What follows belongs to an exercise in optimizing a design on an open flow for small area and a short achievable clock period; a production flow would make more cautious choices. In this exercise RTL edits were held to simulation tests only and were not proved equivalent to the original.

File: config.mk
export PLATFORM = sky130hd
export DESIGN_NAME = top_moduleAlu
export DESIGN_NICKNAME = top_moduleAlu
export VERILOG_FILES = /design/flow/design.v
export SDC_FILE = /design/flow/constraint.sdc
export NUM_CORES = 4
export LEC_CHECK = 0
export CAP_MARGIN = 20
export CORE_MARGIN = 2
export CORE_UTILIZATION = 40
export SLEW_MARGIN = 20
File: constraint.sdc
create_clock -name core_clock -period 20.0 [get_ports {clk_top}]
set_input_delay 4.0000 -clock core_clock [delete_from_list [all_inputs] [get_ports {clk_top}]]
set_output_delay 4.0000 -clock core_clock [all_outputs]
set_load 0.01 [all_outputs]
File: design.v
module sum #(parameter DATA_WIDTH = 8)(
	input signed [(DATA_WIDTH-1) : 0] port_A,
	input signed [(DATA_WIDTH-1) : 0] port_B,
	output signed [(DATA_WIDTH) : 0] result,
	output carry_flag,
	output zero_flag
);
assign result = port_A + port_B;
assign carry_flag = (port_A[(DATA_WIDTH-1)]==1'b1 && port_B[(DATA_WIDTH-1)]==1'b1)? 1'b1 : 1'b0;
assign zero_flag = (result==0)? 1'b1 : 1'b0;
endmodule 
module rest #(parameter DATA_WIDTH = 8)(
	input signed [(DATA_WIDTH-1) : 0] port_A,
	input signed [(DATA_WIDTH-1) : 0] port_B,
	output signed [(DATA_WIDTH) : 0] result,
	output zero_flag
);
assign result = port_A - port_B; 
assign zero_flag = (result==0)? 1'b1 : 1'b0;
endmodule 
module prod #(parameter DATA_WIDTH = 8)(
	input signed [(DATA_WIDTH-1) : 0] port_A,
	input signed [(DATA_WIDTH-1) : 0] port_B,
	output signed [(DATA_WIDTH*2)-1 : 0] result,
	output zero_flag
);
assign result = port_A * port_B;
assign zero_flag = (result==0)? 1'b1 : 1'b0;
endmodule
module and_oper #(parameter DATA_WIDTH = 8)(
	input [(DATA_WIDTH-1) : 0] port_A,
	input [(DATA_WIDTH-1) : 0] port_B,
	output [(DATA_WIDTH-1) : 0] result,
	output zero_flag
);
assign result = port_A & port_B;
assign zero_flag = (result==0)? 1'b1 : 1'b0;
endmodule
module or_oper #(parameter DATA_WIDTH = 8)(
	input [(DATA_WIDTH-1) : 0] port_A,
	input [(DATA_WIDTH-1) : 0] port_B,
	output [(DATA_WIDTH-1) : 0] result,
	output zero_flag
);
assign result = port_A | port_B;
assign zero_flag = (result==0)? 1'b1 : 1'b0;
endmodule
module nand_oper #(parameter DATA_WIDTH = 8)(
	input [(DATA_WIDTH-1) : 0] port_A,
	input [(DATA_WIDTH-1) : 0] port_B,
	output [(DATA_WIDTH-1) : 0] result,
	output zero_flag
);
assign result = ~(port_A & port_B);
assign zero_flag = (result==0)? 1'b1 : 1'b0;
endmodule
module nor_oper #(parameter DATA_WIDTH = 8)(
	input [(DATA_WIDTH-1) : 0] port_A,
	input [(DATA_WIDTH-1) : 0] port_B,
	output [(DATA_WIDTH-1) : 0] result,
	output zero_flag
);
assign result = ~(port_A | port_B);
assign zero_flag = (result==0)? 1'b1 : 1'b0;
endmodule
module xor_oper #(parameter DATA_WIDTH = 8)(
	input [(DATA_WIDTH-1) : 0] port_A,
	input [(DATA_WIDTH-1) : 0] port_B,
	output [(DATA_WIDTH-1) : 0] result,
	output zero_flag
);
assign result = port_A ^ port_B;
assign zero_flag = (result==0)? 1'b1 : 1'b0;
endmodule
module controlador#(parameter DATA_WIDTH = 8)(
	input clk,
	input [2:0] opcode,
	input [(DATA_WIDTH) 		: 0] result_sum,
	input [(DATA_WIDTH) 		: 0] result_res,
	input [(DATA_WIDTH*2)-1 : 0] result_pro,
	input [(DATA_WIDTH-1) 	: 0] result_and,
	input [(DATA_WIDTH-1) 	: 0] result_or,
	input [(DATA_WIDTH-1) 	: 0] result_nand,
	input [(DATA_WIDTH-1) 	: 0] result_nor,
	input [(DATA_WIDTH-1) 	: 0] result_xor,
	output reg [(DATA_WIDTH*2)-1 : 0] data
);
parameter SUM=3'b000,RES=3'b001,PRO=3'b010,ANDS=3'b011,ORS=3'b100,NANDS=3'b101,NORS=3'b110,XORS=3'b111;
always@(posedge clk) begin
	case (opcode)
		SUM:
			begin
				data <= {{(DATA_WIDTH-1){result_sum[DATA_WIDTH]}},result_sum};
			end
		RES:
			begin
				data <= {{(DATA_WIDTH-1){result_res[DATA_WIDTH]}},result_res};
			end
		PRO:
			begin
				data <= result_pro;
			end
		ANDS:
			begin
				data <= {{(DATA_WIDTH){1'b0}},result_and};
			end
		ORS:
			begin
				data <= {{(DATA_WIDTH){1'b0}},result_or};
			end
		NANDS:
			begin
				data <= {{(DATA_WIDTH){1'b0}},result_nand};
			end
		NORS:
			begin
				data <= {{(DATA_WIDTH){1'b0}},result_nor};
			end
		XORS:
			begin
				data <= {{(DATA_WIDTH){1'b0}},result_xor};
			end
		default:
			data <= {(DATA_WIDTH*2){1'b0}};
	endcase
end
endmodule
module flags(
	input clk,
	input [2:0] opcode,
	input carry_flag_sum,
	input zero_flag_sum,
	input zero_flag_res,
	input zero_flag_pro,
	input zero_flag_and,
	input zero_flag_or,
	input zero_flag_nand,
	input zero_flag_nor,
	input zero_flag_xor,
	output reg carry_flag,
	output reg zero_flag
);
parameter SUM=3'b000,RES=3'b001,PRO=3'b010,ANDS=3'b011,ORS=3'b100,NANDS=3'b101,NORS=3'b110,XORS=3'b111;
always@(posedge clk) begin
	case(opcode)
		SUM:
			begin
				carry_flag <= carry_flag_sum;
				zero_flag <= zero_flag_sum;
			end
		RES:
			begin
				carry_flag <= 0;
				zero_flag <= zero_flag_res;
			end
		PRO:
			begin
				carry_flag <= 0;
				zero_flag <= zero_flag_pro;
			end
		ANDS:
			begin
				carry_flag <= 0;
				zero_flag <= zero_flag_and;
			end
		ORS:
			begin
				carry_flag <= 0;
				zero_flag <= zero_flag_or;
			end
		NANDS:
			begin
				carry_flag <= 0;
				zero_flag <= zero_flag_nand;
			end
		NORS:
			begin
				carry_flag <= 0;
				zero_flag <= zero_flag_nor;
			end
		XORS:
			begin
				carry_flag <= 0;
				zero_flag <= zero_flag_xor;
			end
		default:
			begin
				carry_flag <= 0;
				zero_flag <= 0;
			end
		endcase
end
endmodule
module top_moduleAlu#(parameter DATA_WIDTH = 32)(
	input clk_top,
	input [2:0] opcode_top,
	input [(DATA_WIDTH-1) : 0] portA_top,
	input [(DATA_WIDTH-1) : 0] portB_top,
	output [(DATA_WIDTH*2)-1 : 0] out_top,
	output [(DATA_WIDTH) : 0] result_sum_top,
	output [(DATA_WIDTH) : 0] result_res_top,
	output [(DATA_WIDTH*2)-1 : 0] result_pro_top,
	output [(DATA_WIDTH-1) : 0] result_and_top,
	output [(DATA_WIDTH-1) : 0] result_or_top,
	output [(DATA_WIDTH-1) : 0] result_nand_top,
	output [(DATA_WIDTH-1) : 0] result_nor_top,
	output [(DATA_WIDTH-1) : 0] result_xor_top,
	output carry_flag_sum_top,
	output zero_flag_sum_top,
	output zero_flag_res_top,
	output zero_flag_pro_top,
	output zero_flag_and_top,
	output zero_flag_or_top,
	output zero_flag_nand_top,
	output zero_flag_nor_top,
	output zero_flag_xor_top,
	output carry_flag_top,
	output zero_flag_top
);
sum #( .DATA_WIDTH(DATA_WIDTH)) sum_dut( 
	.port_A	(portA_top),
	.port_B	(portB_top),
	.result	(result_sum_top),
	.carry_flag(carry_flag_sum_top),
	.zero_flag (zero_flag_sum_top)
);
rest #( .DATA_WIDTH(DATA_WIDTH)) rest_dut(
	.port_A	(portA_top),
	.port_B	(portB_top),
	.result	(result_res_top),
	.zero_flag (zero_flag_res_top)
);
prod #( .DATA_WIDTH(DATA_WIDTH)) prod_dut(
	.port_A	(portA_top),
	.port_B	(portB_top),
	.result	(result_pro_top),
	.zero_flag (zero_flag_pro_top)
);
and_oper #( .DATA_WIDTH(DATA_WIDTH)) and_dut(
	.port_A	(portA_top),
	.port_B	(portB_top),
	.result	(result_and_top),
	.zero_flag (zero_flag_and_top)
);
or_oper #( .DATA_WIDTH(DATA_WIDTH)) or_dut(
	.port_A	(portA_top),
	.port_B	(portB_top),
	.result	(result_or_top),
	.zero_flag (zero_flag_or_top)
);
nand_oper #( .DATA_WIDTH(DATA_WIDTH)) nand_dut(
	.port_A	(portA_top),
	.port_B	(portB_top),
	.result	(result_nand_top),
	.zero_flag (zero_flag_nand_top)
);
nor_oper #(	.DATA_WIDTH(DATA_WIDTH)) nor_dut(
	.port_A	(portA_top),
	.port_B	(portB_top),
	.result	(result_nor_top),
	.zero_flag (zero_flag_nor_top)
);
xor_oper #( .DATA_WIDTH(DATA_WIDTH)) xor_dut(
	.port_A	(portA_top),
	.port_B	(portB_top),
	.result	(result_xor_top),
	.zero_flag (zero_flag_xor_top)
);
controlador#( .DATA_WIDTH(DATA_WIDTH)) cont_dut(
	.clk				(clk_top),
	.opcode			(opcode_top),
	.result_sum		(result_sum_top),
	.result_res		(result_res_top),
	.result_pro		(result_pro_top),
	.result_and		(result_and_top),
	.result_or		(result_or_top),
	.result_nand	(result_nand_top),
	.result_nor		(result_nor_top),
	.result_xor		(result_xor_top),
	.data				(out_top)
);
flags flag_dut(
	.clk					(clk_top),
	.opcode				(opcode_top),
	.carry_flag_sum	(carry_flag_sum_top),
	.zero_flag_sum		(zero_flag_sum_top),
	.zero_flag_res		(zero_flag_res_top),
	.zero_flag_pro		(zero_flag_pro_top),
	.zero_flag_and		(zero_flag_and_top),
	.zero_flag_or		(zero_flag_or_top),
	.zero_flag_nand	(zero_flag_nand_top),
	.zero_flag_nor		(zero_flag_nor_top),
	.zero_flag_xor		(zero_flag_xor_top),
	.carry_flag			(carry_flag_top),
	.zero_flag			(zero_flag_top)
);
endmodule
File: run.sh
#!/bin/bash
# synth_recipe.tcl (not shown) runs the flow's synth.tcl, then flattens the netlist and writes it again
# the make line also repeats each setting of config.mk as NAME=value (left out here)
make -C /OpenROAD-flow-scripts/flow DESIGN_CONFIG=/design/flow/config.mk WORK_HOME=/design/flow/orfs CLKGATE_MAP_FILE= SYNTH_SCRIPT=/design/flow/synth_recipe.tcl finish
==> summary.md <==
| Metric | Value |
|---|---|
| Outcome | `finished clean` |
| Fraction of registers with async set or reset after synthesis | `0%` |
| Crit path max-delay cell type | `clkdlybuf4s50_1` |
| Placed cell count | `around 7000` |
| Distinct cells, synth | `89` |
| Die Wd | `336 µm` |
| Commonest non-fill, non-tap cell in the layout | `inv_1` |
| Setup violators final | `0` |
| Routability-driven placement congestion ratio | `around 1.0` |
| Layout cells sized above 1 | `under 10%` |
| Clk slew on worst S/H paths | `around 70 ps` |
| Syn Area/Cell | `between 8 and 9 µm²` |
| Hold buffer count at CTS | `0` |
| Routed Antenna Nets | `0` |
| Largest stage delay, worst path | `1070 ps` |
| Die area | `113000 µm²` |
| Synth Register Bits | `66` |
| DR WL/cell | `28.3 µm` |
| Most frequent cells in the layout | `inv_1 (1137), fa_1 (1084), nand2_1 (668)` |
| CP required | `16000 ps` |
| Cell Rows | `approximately 120` |
| Final routed DRC violation total | `0` |
| Post-synth EDFFs | `0` |
| Routed vias/inst | `5.78` |
| Final Hold Viols | `0` |
| IO buf count | `between 400 and 500` |
| Initial antenna violation count | `9` |
| Worst slew pin tran | `around 1200 ps` |
| Max-Cap Viols | `0` |
| Hold crit path type | `primary input to register` |
| Total CTS buffers | `9` |
| CTS root buffer | `clkbuf_16` |
| Hold WS | `4170 ps` |
| Grt ovf | `0` |
| Initial drt markers | `roughly 4200` |
| Post-cts resize count | `0` |
| Nets | `roughly 7000` |
| Cell mode on critical path | `fa_1` |
| Post-layout min period | `19250 ps` |
| Final Max Slew Viols | `0` |
| Die height | `between 300 and 400 µm` |
| Setup TNS | `0 ps` |
| H-tree depth reported by CTS | `3` |
| Arr. time, crit path | `between 15000 and 20000 ps` |
| Primary FF master, synth | `dfxtp_1` |
| Mapped Area | `between 40000 and 50000 µm²` |
| Reg area | `1320 µm²` |
| Routed wire length | `197 mm` |
| Initial Util | `approximately two fifths` |
| Global-route wire length before repair | `between 200 and 300 mm` |
| Via count | `between 40000 and 50000` |
| Fin cells | `approximately 7000` |
| Total GRT Usage | `between 30% and 40%` |
| Vias in the first global route | `between 40000 and 50000` |
| Pin count of the biggest net entering global routing | `80` |
| Crit path max fanout | `13` |
| Sink Count | `66` |
| Fmax | `about 52 MHz` |
| CTS tree | `done` |
| Worst setup EP type | `primary output` |
| Post-synthesis sequential area ratio | `under 10%` |
| Post-CTS setup buffers | `0` |
| Period utilization | `around 96%` |
| Worst Hold Depth | `3` |
| Fillers | `about 11000` |
| P&R area growth vs syn | `14.8%` |
| First-pass DRT Iterations | `6` |
| Post-Syn Nets | `between 6000 and 7000` |
| Unrepaired setup endpoints after global routing | `no` |
| CP Launch Type | `primary input` |
| IO Pins | `~430` |
| Rel. slew slack | `20.5%` |
| Warnings from Yosys | `2` |
| Crit path kind | `primary input to primary output` |
| Core box area | `roughly 110000 µm²` |
| DP HPWL | `between 150 and 200 mm` |
| Area taken by multi-input logic gates | `roughly 37000 µm²` |
| Clock buffer depth | `2` |
| Post-Syn Instances | `between 5000 and 6000` |
-- worst max-delay path, delay by kind of cell --
kind / cells / cell delay [ps]
buf+inv: 8 / 2770
simple gates: 8 / 2080
fa+ha+maj: 9 / 4380
xor+xnor: 1 / 670
compound gates: 4 / 1330
-- through the flow --
stage	area (µm²)	setup WS, ps	utilization [%]
floorplan	44000	3300	-
global placement	50200	672	46.0
detailed placement	50200	861	46.0
CTS	50500	815	46.3
global route	50500	543	46.3
finish	50500	751	46.4
-- cell usage after synthesis, types with 4 or more instances --
master,number,area share (%)
xnor2_1,97,1.9
nand2_1,668,5.7
o31ai_1,12,0.20
nor3_1,40,0.45
o21a_1,12,0.20
nand4b_1,4,0.080
o21bai_1,17,0.29
o21ai_0,148,1.7
buf_4,4,0.068
fa_1,1084,49
a31oi_1,18,0.26
clkbuf_1,228,1.9
nand4_1,44,0.63
nor2_1,653,5.6
nor4_1,42,0.60
buf_1,48,0.41
xor2_1,46,0.91
nor2b_1,15,0.21
a2111oi_0,8,0.16
a211o_1,6,0.12
or4_1,20,0.34
a22oi_1,4,0.068
a21oi_1,147,1.7
clkbuf_8,11,0.34
a311oi_1,4,0.080
inv_1,1137,9.7
and4_1,4,0.080
a21o_1,21,0.36
o211ai_1,39,0.66
dfxtp_1,66,3.0
ha_1,281,8.0
nor4_2,4,0.11
and2_1,8,0.11
and3_1,14,0.20
a21boi_0,7,0.12
a221oi_1,30,0.60
o41ai_1,8,0.16
nand2b_1,15,0.21
mux2i_1,25,0.57
clkinv_1,25,0.21
or3_1,9,0.13
or2_2,6,0.085
o311ai_0,6,0.12
a211oi_1,24,0.41
nand3_1,34,0.39
-- worst paths after layout --
kind / from / end / slack [ps]
worst max-delay path: portA_top[14] / zero_flag_pro_top / 750
worst min-delay path: opcode_top[1] / cont_dut.data[1]$_DFF_P_ / 4170
-- logic make-up after synthesis --
logic type,count (synthesis),share of synthesized area (%)
buffers and inverters,1458,12.8
AND/OR/NAND/NOR,1601,15.3
multiplexers,27,0.645
AO/OA/AOI/OAI,555,8.19
flip-flops,66,3.00
adder cells (fa/ha/maj),1365,57.3
XOR/XNOR,143,2.84
-- per-layer routing --
| metal | wire, µm | GRT usage [%] | vias up |
|---|---|---|---|
| met5 | 13 | 0 | - |
| met4 | 11700 | 16.7 | 2 |
| met3 | 23300 | 10.0 | 581 |
| met2 | 87700 | 54.4 | 2544 |
| met1 | 74600 | 45.8 | 20800 |
| li1 | - | - | 16300 |
-- final cells by class --
| type | count | share of cell area, % |
|---|---|---|
| repair buffers | 605 | 11.1 |
| well taps | 1414 | 3.50 |
| flip-flops and latches | 66 | 2.61 |
| multi-input cells | 3691 | 73.4 |
| clock inverters | 7 | 0.198 |
| inverters | 1163 | 8.64 |
| clock buffers | 9 | 0.446 |
| diodes | 10 | 0.0495 |
-- state kept, by name (all words and copies together), names as in the netlist --
name and flops:
cont_dut.data 64, flag_dut.carry_flag 1, flag_dut.zero_flag 1

## port drivers added, routing unchanged
Ports are ideal in the flow. The routed layout listed here was re-timed in OpenROAD.
Step 1 sets driving cells, clkbuf_16 on the clock port and buf_2 on the other inputs (assumed; they add their load-dependent delay and slew).
Step 2 adds t to the input delays and takes it off the output delays; t is the mean of the earliest and latest rising clock arrival at the registers after step 1. Input paths then give back, and output paths get back, about the clock's delay inside the block.
Slacks: ideal / step 1 / step 2; pairs: ideal / step 1.
shift t [ns]: 0.405
setup WS [ns]: 0.751 / 0.728 / 0.728
worst setup path after step 2: input to output
latest minus earliest clock arrival (ns): 0.012 / 0.012
slew at the worst register clock pin (ns): 0.07 / 0.07
After both steps this run still meets setup and hold. For this run, drivers alone change the setup slack by -0.023 ns; drivers and shift together by -0.023 ns.
